From an optimization exercise on the open Yosys and OpenROAD flow, aimed at small area, a short achievable clock period and few clock cycles; shortcuts taken in it are not production practice.
No functional check of the RTL was part of this run.
Power is estimated from default activity; no workload was simulated.

==> flow/design.v <==
`timescale 1ns/10ps
module ELA(clk, rst, in_data, data_rd, req, wen, addr, data_wr, done);
	input				clk;
	input				rst;
	input		[7:0]	in_data;
	input		[7:0]	data_rd;
	output		reg		req;
	output		reg		wen;
	output		reg[9:0]	addr;
	output		reg[7:0]	data_wr;
	output		reg		done;
	reg       st;       
	reg       fin;      
	reg       md;       
	reg [1:0] s;        
	reg [4:0] k;        
	reg [3:0] r;        
	reg       lw;       
	reg [7:0] uw0, uw1, uw2, lw0, lw1, lw2;    
	reg       sel_a, sel_b;
	wire [3:0] r1 = r + 4'd1;
	wire [9:0] base = {r, 1'b0, k};
	wire       k_lt2 = (k[4:1] == 4'd0);
	wire [9:0] waddr = base + (k_lt2 ? 10'h3fe : 10'd30);
	wire d_last = md && (k == 5'd31);                          
	wire i_last = !md && (s == 2'd2) && (k == 5'd31);          
	wire t_last = !md && (s == 2'd2) && (k == 5'd1) && (r == 4'd15);  
	always @(posedge clk or posedge rst) begin
		if (rst) begin
			st   <= 1'b1;
			fin  <= 1'b0;
			md   <= 1'b1;
			s    <= 2'd0;
			k    <= 5'd31;
			r    <= 4'd15;
			lw   <= 1'b0;
			req  <= 1'b0;
			wen  <= 1'b0;
			addr <= 10'd0;
			done <= 1'b0;
		end else begin
			req  <= st || (d_last && r == 4'd15) || (i_last && r != 4'd14 && !fin);
			wen  <= !st && !fin && (md || s == 2'd2);
			done <= done || t_last;
			lw   <= !st && !md && (s == 2'd2);
			if (md)
				addr <= {r1, 1'b0, k};
			else if (s == 2'd0)
				addr <= base;
			else if (s == 2'd1)
				addr <= {r1, 1'b0, k};
			else
				addr <= waddr;
			if (st) begin
				st <= 1'b0;
				k  <= 5'd0;
			end else if (fin) begin
			end else if (md) begin
				k <= k + 5'd1;
				if (k == 5'd31) begin
					if (r == 4'd15)
						r <= 4'd0;            
					else
						md <= 1'b0;           
				end
			end else begin
				s <= (s == 2'd2) ? 2'd0 : s + 2'd1;
				if (s == 2'd2) begin
					k <= k + 5'd1;
					if (t_last)
						fin <= 1'b1;
					if (k == 5'd31) begin
						r <= r1;
						if (r != 4'd14)
							md <= 1'b1;       
					end
				end
			end
		end
	end
	always @(posedge clk) begin
		if (!md && s == 2'd2) begin
			uw0 <= data_rd;
			uw1 <= uw0;
			uw2 <= uw1;
		end
		if (lw) begin
			lw0 <= data_rd;
			lw1 <= lw0;
			lw2 <= lw1;
		end
	end
	wire [8:0] s1 = {1'b0, uw2} - {1'b0, lw0};
	wire [8:0] s2 = {1'b0, uw1} - {1'b0, lw1};
	wire [8:0] s3 = {1'b0, uw0} - {1'b0, lw2};
	wire [7:0] d1 = s1[8] ? ({1'b0, lw0} - {1'b0, uw2}) : s1[7:0];
	wire [7:0] d2 = s2[8] ? ({1'b0, lw1} - {1'b0, uw1}) : s2[7:0];
	wire [7:0] d3 = s3[8] ? ({1'b0, lw2} - {1'b0, uw0}) : s3[7:0];
	wire edge_col = (k == 5'd1) || (k == 5'd2);
	wire take_c = (d2 <= d1) && (d2 <= d3);
	wire take_a = (d1 <= d3);
	always @(posedge clk) begin
		sel_a <= !edge_col && !take_c && take_a;
		sel_b <= !edge_col && !take_c && !take_a;
	end
	wire [7:0] pa = sel_a ? uw2 : sel_b ? uw0 : uw1;
	wire [7:0] pb = sel_a ? lw0 : sel_b ? lw2 : lw1;
	wire [8:0] sum = {1'b0, pa} + {1'b0, pb};
	always @(posedge clk)
		data_wr <= md ? in_data : sum[8:1];
endmodule
==> flow/run.sh <==
#!/bin/bash
# synth_recipe.tcl (not shown) runs the flow's synth.tcl, then flattens the netlist and writes it again
# the make line also repeats each setting of config.mk as NAME=value (left out here)
make -C /OpenROAD-flow-scripts/flow DESIGN_CONFIG=/design/flow/config.mk WORK_HOME=/design/flow/orfs CLKGATE_MAP_FILE= SYNTH_SCRIPT=/design/flow/synth_recipe.tcl finish
==> flow/config.mk <==
export PLATFORM = sky130hd
export DESIGN_NAME = ELA
export DESIGN_NICKNAME = ELA
export VERILOG_FILES = /design/flow/design.v
export SDC_FILE = /design/flow/constraint.sdc
export NUM_CORES = 4
export LEC_CHECK = 0
export CAP_MARGIN = 20
export CORE_MARGIN = 2
export CORE_UTILIZATION = 25
export SLEW_MARGIN = 20
==> flow/constraint.sdc <==
create_clock -name core_clock -period 11.0 [get_ports {clk}]
set_input_delay 2.2000 -clock core_clock [delete_from_list [all_inputs] [get_ports {clk}]]
set_output_delay 2.2000 -clock core_clock [all_outputs]
set_load 0.01 [all_outputs]
==> flow_results.xml <==
<?xml version="1.0" encoding="UTF-8"?>
<metrics>
  <group name="synth">
    <metric name="dominantRegCellSynth" unit="">sky130_fd_sc_hd__edfxtp_1</metric>
    <metric name="synth-warning-count" unit="">1</metric>
    <metric name="syn_area" unit="um^2">6340</metric>
    <metric name="synth.net_count" unit="">763</metric>
    <metric name="synthesis.area_per_instance" unit="um^2">9.70</metric>
    <metric name="synth_seq_area_share" unit="%">37.2</metric>
    <metric name="postSynth.asyncResetShare" unit="%">32.6</metric>
    <metric name="synth_enable_flop_cells" unit="">48</metric>
    <metric name="synth.lib_cells_used.distinct" unit="">64</metric>
    <metric name="synthesis.instances" unit="">653</metric>
    <metric name="synth_top_cell_by_area" unit="">sky130_fd_sc_hd__edfxtp_1</metric>
    <metric name="postSynthRegisterBits" unit="">86</metric>
    <metric name="synth_top_area_share" unit="%">22.7</metric>
    <metric name="leading_post_synthesis_cells_by_cell_area" unit="">sky130_fd_sc_hd__edfxtp_1 (23%), sky130_fd_sc_hd__ha_1 (17%), sky130_fd_sc_hd__dfrtp_1 (6.7%), sky130_fd_sc_hd__inv_1 (5.2%), sky130_fd_sc_hd__dfstp_2 (4.6%)</metric>
  </group>
  <group name="detailed_routing">
    <metric name="detailedRoute.firstIterationViolations" unit="">301</metric>
    <metric name="routed_wirelength" unit="um">14900</metric>
    <metric name="routed_vias" unit="">4727</metric>
    <metric name="route.detailed.drc" unit="">0</metric>
    <metric name="antenna_left" unit="">0</metric>
    <metric name="wire_length_per_cell" unit="um">14.5</metric>
    <metric name="drt_pre_antenna_iters" unit="">5</metric>
    <metric name="avgViaCountPerCell" unit="">4.61</metric>
  </group>
  <group name="clocking">
    <metric name="cts_resized" unit="">0</metric>
    <metric name="cts-hold-fix-buffers" unit="">0</metric>
    <metric name="htree_num_levels" unit="">3</metric>
    <metric name="post-cts-setup-buffer-count" unit="">0</metric>
    <metric name="tritoncts_clock_tree" unit="">yes</metric>
    <metric name="clock_pin_slew_on_the_worst_setup_and_hold_paths" unit="ps">70</metric>
    <metric name="clock_latency" unit="ps">350</metric>
    <metric name="clock_tree.buffer_depth" unit="">2</metric>
    <metric name="clock_tree_root_buffer_cell" unit="">sky130_fd_sc_hd__clkbuf_16</metric>
    <metric name="clock-sinks" unit="">86</metric>
    <metric name="total_clock_buffers_created_by_cts" unit="">9</metric>
  </group>
  <group name="sta">
    <metric name="post_layout_min_period" unit="ps">4570</metric>
    <metric name="fmax" unit="MHz">219</metric>
    <metric name="finalHoldViolCount" unit="">0</metric>
    <metric name="setup_viol" unit="">0</metric>
    <metric name="timing.clock.skew" unit="ps">10.2</metric>
    <metric name="timing.setup.tns" unit="ps">0</metric>
    <metric name="relative_slew_slack" unit="%">29.0</metric>
    <metric name="worst_slack" unit="ps">6430</metric>
    <metric name="holdWs" unit="ps">456</metric>
    <metric name="grt_setup_unrepaired" unit="">no</metric>
    <metric name="final-max-slew-violation-count" unit="">0</metric>
    <metric name="period_share" unit="%">41.5</metric>
    <metric name="worst_pin_slew" unit="ps">1060</metric>
  </group>
  <group name="cells_and_area">
    <metric name="drive_gt1_share" unit="%">7.18</metric>
    <metric name="fin_nets" unit="">801</metric>
    <metric name="antenna_cells_inserted" unit="">0</metric>
    <metric name="utilization" unit="%">29.8</metric>
    <metric name="relative_area_change_from_synthesis_to_final_layout" unit="%">17.8</metric>
  </group>
  <group name="worst_setup_path">
    <metric name="worst-endpoint-required" unit="ps">11230</metric>
    <metric name="critical_path_class" unit="">reg2reg</metric>
    <metric name="critPathCaptureType" unit="">register</metric>
    <metric name="startpoint_of_the_worst_slack_reg_to_reg_timing_path" unit="">uw1[0]</metric>
    <metric name="timing.rr.end" unit="">sel_b</metric>
    <metric name="crit_fanout" unit="">11</metric>
    <metric name="start_kind" unit="">register</metric>
    <metric name="worst_r2r_path_depth" unit="">19</metric>
    <metric name="crit_arrival" unit="ps">4800</metric>
    <metric name="reg2reg_slack" unit="ps">6430</metric>
  </group>
  <group name="floorplan">
    <metric name="die_area" unit="um^2">26600</metric>
    <metric name="floorplan.die.height" unit="um">163</metric>
    <metric name="initial_core_util" unit="%">25.3</metric>
    <metric name="row_count" unit="">58</metric>
    <metric name="chipWidth" unit="um">163</metric>
    <metric name="ioPinCount" unit="">39</metric>
    <metric name="fp.coreArea" unit="um^2">25000</metric>
  </group>
  <group name="min_path">
    <metric name="hold_path_depth" unit="">0</metric>
    <metric name="hold_start" unit="">k[0]</metric>
    <metric name="hp-class" unit="">reg2reg</metric>
    <metric name="min_delay_worst_endpoint" unit="">addr[0]</metric>
  </group>
  <group name="global_route">
    <metric name="grt_antenna_before_repair" unit="">0</metric>
    <metric name="grt_pass1_vias" unit="">4817</metric>
    <metric name="overflow" unit="">0</metric>
    <metric name="total_global_routing_track_utilization" unit="%">11.7</metric>
    <metric name="global_route_wire_length_before_repair" unit="um">24600</metric>
    <metric name="grt_start_max_net_pins" unit="">31</metric>
  </group>
  <group name="place">
    <metric name="dpl.hpwl" unit="um">11700</metric>
    <metric name="dp_slack" unit="ps">6200</metric>
    <metric name="io_buffer_count" unit="">38</metric>
    <metric name="gp_congestion" unit="">0.918</metric>
  </group>
  <group name="run_status">
    <metric name="run_status" unit="">timing/DRC/antenna clean</metric>
  </group>
  <group name="job">
    <metric name="cap_violations" unit="">0</metric>
  </group>
  <group name="power_and_ir_drop">
    <metric name="p_leak" unit="nW">3.23</metric>
    <metric name="max-vdd-ir-drop" unit="V">0.000143</metric>
    <metric name="power-per-cell-area" unit="nW/um^2">288</metric>
  </group>
</metrics>
[power breakdown]
group	switching, mW	total [mW]	internal (mW)
clock network	0.128	0.361	0.234
logic	0.701	1.26	0.561
registers	0.0803	0.527	0.447
[flip-flops by register name (all words and copies together) (netlist names)]
register and cells:
addr 10, data_wr 8, done 1, fin 1, k 5, lw 1, lw0 8, lw1 8
lw2 8, md 1, r 4, req 1, s 2, sel_a 1, sel_b 1, st 1
uw0 8, uw1 8, uw2 8, wen 1
[cell type report]
| cell class | instances | area, um^2 |
|---|---|---|
| repair buffers | 40 | 395 |
| multi-input cells | 467 | 3610 |
| fillers | 2620 | 17600 |
| well taps | 330 | 413 |
| flip-flops and latches | 86 | 2360 |
| inverters | 87 | 327 |
| clock inverters | 3 | 68.8 |
| clock buffers | 13 | 293 |
[layout by cell type (no fill, tap or decap), types with 9 or more instances in the layout]
| cell | netlist | final |
|---|---|---|
| sky130_fd_sc_hd__a21o_1 | 20 | 20 |
| sky130_fd_sc_hd__a21oi_1 | 39 | 39 |
| sky130_fd_sc_hd__clkbuf_16 | 0 | 11 |
| sky130_fd_sc_hd__clkdlybuf4s50_1 | 0 | 38 |
| sky130_fd_sc_hd__dfrtp_1 | 17 | 16 |
| sky130_fd_sc_hd__dfstp_2 | 11 | 11 |
| sky130_fd_sc_hd__dfxtp_1 | 10 | 10 |
| sky130_fd_sc_hd__edfxtp_1 | 48 | 48 |
| sky130_fd_sc_hd__ha_1 | 85 | 85 |
| sky130_fd_sc_hd__inv_1 | 87 | 86 |
| sky130_fd_sc_hd__mux2i_1 | 24 | 24 |
| sky130_fd_sc_hd__nand2_1 | 44 | 44 |
| sky130_fd_sc_hd__nand3_1 | 15 | 15 |
| sky130_fd_sc_hd__nor2_1 | 28 | 27 |
| sky130_fd_sc_hd__nor3_1 | 9 | 9 |
| sky130_fd_sc_hd__o21a_1 | 10 | 10 |
| sky130_fd_sc_hd__o21ai_0 | 49 | 49 |
| sky130_fd_sc_hd__xnor2_1 | 22 | 22 |
| sky130_fd_sc_hd__xor2_1 | 11 | 11 |
[worst max-delay path by stage]
stage,from,end,depth (start not counted)
floorplan,uw1[0],sel_b,19
global placement,uw1[0],sel_b,19
detailed placement,uw1[0],sel_b,19
CTS,uw1[0],sel_b,19
global route,uw1[0],sel_b,19
finish,uw1[0],sel_b,19
[metal layers]
metal	routed length (um)	track usage, %	up-vias
li1	-	-	2386
met1	7270	15.6	2238
met2	6810	19.3	87
met3	535	1.78	16
met4	284	4.06	0
met5	0	0	-
[cell families (layout without fill, tap and decap cells)]
logic type                 after synthesis  in the layout  synth area share [%]
and+or+nand+nor                        131            131                  9.83
adders and majority gates               92             92                  19.0
DFF                                     86             86                  37.2
muxes                                   30             30                  4.86
xor gates and xnor gates                33             33                  4.56
buffers and inverters                  100            143                  5.94
other                                    1              1                0.0592
AOI/OAI and AO/OA                      180            180                  18.6
[synthesized netlist by cell type (all sizes together), types with 3 or more instances]
| cell | instances |
|---|---|
| nand3b | 3 |
| a21o | 22 |
| dfstp | 11 |
| and3 | 7 |
| a31oi | 3 |
| mux2i | 24 |
| buf | 3 |
| nand4 | 5 |
| nand3 | 15 |
| and2 | 3 |
| o31ai | 4 |
| xor2 | 11 |
| o21a | 10 |
| edfxtp | 48 |
| xnor2 | 22 |
| ha | 85 |
| o21ai | 53 |
| dfxtp | 10 |
| nor2b | 6 |
| o22ai | 3 |
| mux2 | 6 |
| o211ai | 7 |
| nor2 | 29 |
| nand2b | 4 |
| a21oi | 39 |
| nor3 | 9 |
| inv | 87 |
| dfrtp | 17 |
| a311oi | 4 |
| fa | 7 |
| clkbuf | 10 |
| o21bai | 4 |
| nand2 | 44 |
| a211oi | 8 |
| and4 | 3 |
[metrics by stage]
| step | total power, mW | area (um^2) | instances |
|---|---|---|---|
| 2_1_floorplan | 1.43 | 6340 | 653 |
| 3_3_place_gp | 1.77 | 7100 | 1010 |
| 3_5_place_dp | 1.78 | 7100 | 1010 |
| 4_1_cts | 2.16 | 7460 | 1026 |
| 5_1_grt | 2.33 | 7470 | 1026 |
| 6_report | 2.15 | 7470 | 1026 |
[critical path, cell delays in order, from the launching register on]
cell	delay (ps)
sky130_fd_sc_hd__edfxtp_1	450
sky130_fd_sc_hd__inv_1	90
sky130_fd_sc_hd__ha_1	140
sky130_fd_sc_hd__inv_1	60
sky130_fd_sc_hd__fa_1	420
sky130_fd_sc_hd__a211oi_2	240
sky130_fd_sc_hd__o21ai_1	150
sky130_fd_sc_hd__a31oi_2	630
sky130_fd_sc_hd__mux2i_1	360
sky130_fd_sc_hd__nor2_1	60
sky130_fd_sc_hd__o21ai_0	180
sky130_fd_sc_hd__a31oi_1	180
sky130_fd_sc_hd__ha_1	350
sky130_fd_sc_hd__a21o_1	180
sky130_fd_sc_hd__a21o_1	170
sky130_fd_sc_hd__a21o_1	190
sky130_fd_sc_hd__a211oi_1	190
sky130_fd_sc_hd__o21ai_0	120
sky130_fd_sc_hd__a22oi_1	220
sky130_fd_sc_hd__nor2b_1	80

==> static timing again, ports no longer ideal <==
No port has a modelled driver above. Below, the same layout with a new extraction and two added sets of constraints. Step 1, drivers: a clkbuf_16 drives clk and a buf_2 each remaining input, both assumed. Step 2 adds t to the input delays and takes it off the output delays; t is the mean of the earliest and latest rising clock arrival at the registers after step 1. Input paths then give back, and output paths get back, about the clock's delay inside the block. Three values: no drivers, after step 1, after step 2; two values: the first two.
t, ns: 0.384
slack for setup (ns): 6.430 / 6.430 / 6.430
latest minus earliest clock arrival (ns): 0.010 / 0.011
worst register clock-pin slew, ns: 0.07 / 0.07
worst slew at a driven data input, ns: 0.05
After both steps setup and hold are still met in this run. For this run, drivers alone change the setup slack by 0.000 ns; drivers and shift together by 0.000 ns.
